This design comes from an exercise in tuning for small area on the open sky130 flow, not from production work. Function was checked by simulation only, so behaviour that the tests miss may differ from the original. The clock port is modelled as an ideal driver; clocking choices that lean on that would not hold on a real chip. Power figures rest on the tool's default switching activity, not on a simulated workload.

==> flow/design.v (excerpt) <==
module driver(
    input clk,
    input rst,
    input NE1,
    input NWE,
    input [2:0] ADDR,
    input [7:0] DATA,
    output r,
    output g,
    output b,
    output h_sync,
    output v_sync
);
Settings: LEC_CHECK=0, CAP_MARGIN=20, CORE_MARGIN=2, CORE_UTILIZATION=55, GPL_TIMING_DRIVEN=0, PLACE_DENSITY=0.7, SLEW_MARGIN=20; clock period 5.0 ns.
standard.sh (not shown) runs the stock make flow with config.mk's settings and CLKGATE_MAP_FILE= SYNTH_SCRIPT=/design/flow/synth_recipe.tcl, a recipe that flattens the netlist after the stock synthesis.
==> flow/flow/run.sh <==
#!/bin/bash
# Own layout flow: the standard ORFS flow (standard.sh), with these
# changes only:
#  - synthesis is the standard script, but ABC maps with flow/abc.script
#    (area-oriented) and the full-adder extraction step is skipped; the
#    flip-flops are mapped before ABC exactly as in the standard synthesis;
#  - port buffers use the smallest buffer (buf_1);
#  - instead of clock tree synthesis, flow/clock.tcl drives all flip-flops
#    from one clock buffer;
#  - timing repair only resizes and swaps pins (no new buffers), and after
#    the global-route repair, gates off the critical paths are downsized
#    again (RECOVER_POWER).
set -euo pipefail
W=$PWD
sed "s#log_cmd abc {\*}\$abc_args#log_cmd abc -script $W/flow/abc.script {*}[lrange \$abc_args 2 end]#" \
    "$FLOW_HOME/scripts/synth.tcl" > "$W/synth_mod.tcl"
grep -q "flow/abc.script" "$W/synth_mod.tcl"
sed "s#\$::env(SCRIPTS_DIR)/synth.tcl#$W/synth_mod.tcl#" "$W/synth_recipe.tcl" > "$W/my_synth.tcl"
grep -q "synth_mod.tcl" "$W/my_synth.tcl"
sed "s#SYNTH_SCRIPT=[^ ]*#SYNTH_SCRIPT=$W/my_synth.tcl#" "$W/standard.sh" > "$W/my_standard.sh"
grep -q "my_synth.tcl" "$W/my_standard.sh"
# ORFS scripts with clock_tree_synthesis replaced by flow/clock.tcl
rm -rf "$W/scripts"
cp -r "$FLOW_HOME/scripts" "$W/scripts"
sed -i 's#^log_cmd clock_tree_synthesis {\*}\$cts_args#source $::env(CLOCK_TCL)#' "$W/scripts/cts.tcl"
grep -q 'CLOCK_TCL' "$W/scripts/cts.tcl"
bash "$W/my_standard.sh" ADDER_MAP_FILE= \
    "BUFFER_PORTS_ARGS=-buffer_cell sky130_fd_sc_hd__buf_1" \
    "SCRIPTS_DIR=$W/scripts" \
    "CLOCK_TCL=$W/flow/clock.tcl" \
    CLOCK_BUF_CELL=sky130_fd_sc_hd__clkbuf_16 \
    RECOVER_POWER=100 \
    SETUP_MOVE_SEQUENCE=unbuffer,sizeup,swap \
    finish > "$W/flow_make.log" 2>&1
==> flow/flow/clock.tcl <==
# Clock distribution in place of clock_tree_synthesis: one clock buffer,
# placed at the centroid of the flip-flops, drives every clock pin; the
# clock port drives only that buffer.
set block [ord::get_db_block]
set clk_net [$block findNet clk]
set xs 0.0
set ys 0.0
set n 0
foreach it [$clk_net getITerms] {
  set bb [[$it getInst] getBBox]
  set xs [expr {$xs + ([$bb xMin] + [$bb xMax]) / 2.0}]
  set ys [expr {$ys + ([$bb yMin] + [$bb yMax]) / 2.0}]
  incr n
}
set dbu [$block getDbUnitsPerMicron]
set loc [list [expr {$xs / $n / $dbu}] [expr {$ys / $n / $dbu}]]
puts "clock.tcl: $n clock pins, buffer at $loc"
log_cmd insert_buffer -buffer_cell $::env(CLOCK_BUF_CELL) -net clk -location $loc \
  -buffer_name clkbuf_root -net_name clknet_root
$clk_net setSigType CLOCK
[$block findNet clknet_root] setSigType CLOCK
Other scripts of this flow, unchanged in this note and not shown: flow/flow/abc.script
The baseline ended with an error in clock tree synthesis (4_1_cts).
Next try:
==> flow/flow/run.sh (replaced) <==
#!/bin/bash
# Own layout flow: the standard ORFS flow (standard.sh), with these
# changes only:
#  - synthesis is the standard script, but ABC maps with flow/abc.script
#    (area-oriented) and the full-adder extraction step is skipped; the
#    flip-flops are mapped before ABC exactly as in the standard synthesis;
#  - port buffers use the smallest buffer (buf_1);
#  - clock tree synthesis inserts no dummy loads.
set -euo pipefail
W=$PWD
sed "s#log_cmd abc {\*}\$abc_args#log_cmd abc -script $W/flow/abc.script {*}[lrange \$abc_args 2 end]#" \
    "$FLOW_HOME/scripts/synth.tcl" > "$W/synth_mod.tcl"
grep -q "flow/abc.script" "$W/synth_mod.tcl"
sed "s#\$::env(SCRIPTS_DIR)/synth.tcl#$W/synth_mod.tcl#" "$W/synth_recipe.tcl" > "$W/my_synth.tcl"
grep -q "synth_mod.tcl" "$W/my_synth.tcl"
sed "s#SYNTH_SCRIPT=[^ ]*#SYNTH_SCRIPT=$W/my_synth.tcl#" "$W/standard.sh" > "$W/my_standard.sh"
grep -q "my_synth.tcl" "$W/my_standard.sh"
CTS="-sink_clustering_enable -repair_clock_nets -dont_use_dummy_load"
[ -f "$W/flow/cts_args" ] && CTS="$(cat "$W/flow/cts_args")"
bash "$W/my_standard.sh" ADDER_MAP_FILE= \
    "BUFFER_PORTS_ARGS=-buffer_cell sky130_fd_sc_hd__buf_1" \
    "CTS_ARGS=$CTS" \
    finish > "$W/flow_make.log" 2>&1
GPL_TIMING_DRIVEN = 1   (was 0)
removed: flow/flow/clock.tcl
This time the run ran to the end with no violations.
Synthesized cell count does not change.
Area after synthesis is unchanged.
Next try:
==> flow/flow/cts_args (new file) <==
-sink_clustering_enable -repair_clock_nets -dont_use_dummy_load -buf_list sky130_fd_sc_hd__clkbuf_16 -root_buf sky130_fd_sc_hd__clkbuf_16 -sink_clustering_size 50 -sink_clustering_max_diameter 500 -distance_between_buffers 500
GPL_TIMING_DRIVEN = 0   (was 1)
Outcome: Final area is higher by 1.6%. Synthesized cell count stays the same. Die area is unchanged. Setup slack degrades by 0.061 ns. Power rises by 11%. Core utilization is higher by 1.0 points. Cell count fell by 0.89%. Wire length grows by 1.2%.
Next try:
CORE_UTILIZATION = 70   (was 55)
PLACE_DENSITY = 0.85   (was 0.7)
removed: flow/flow/cts_args
Design area went down slightly.
Clock power went down by a quarter to a third.
Utilization came out higher by 17 points.
Sequential power hardly moves.
Clock skew grows by 0.0062 ns.
Global-route usage is higher by 8.8 points.
Sequential share of layout area increases by 0.40 points.
Power went down by a little under a tenth.
Critical path depth stays the same.
Worst setup slack got worse by 0.070 ns.
Wire length climbs by roughly a tenth.

==> port drivers added, routing unchanged <==
How much do the figures lean on ideal ports? The routed layouts below were timed once more, with nothing changed but the port constraints.
Step 1 assumes that a clkbuf_16 drives the clock port and a buf_2 every other input.
Step 2 also shifts input and output timing later by t, the mid clock arrival at the registers, as if the neighbouring blocks saw the same clock.
Slacks: ideal / step 1 / step 2; pairs: ideal / step 1.
| run | t, ns | setup slack, ns | slew at the worst register clock pin (ns) |
|---|---|---|---|
| the second run | 0.328 | 0.522 / 0.522 / 0.522 | 0.09 / 0.09 |
| the third run | 0.309 | 0.460 / 0.460 / 0.460 | 0.06 / 0.06 |
| the fourth run | 0.318 | 0.390 / 0.390 / 0.390 | 0.09 / 0.09 |
After both steps every run listed still meets setup and hold.
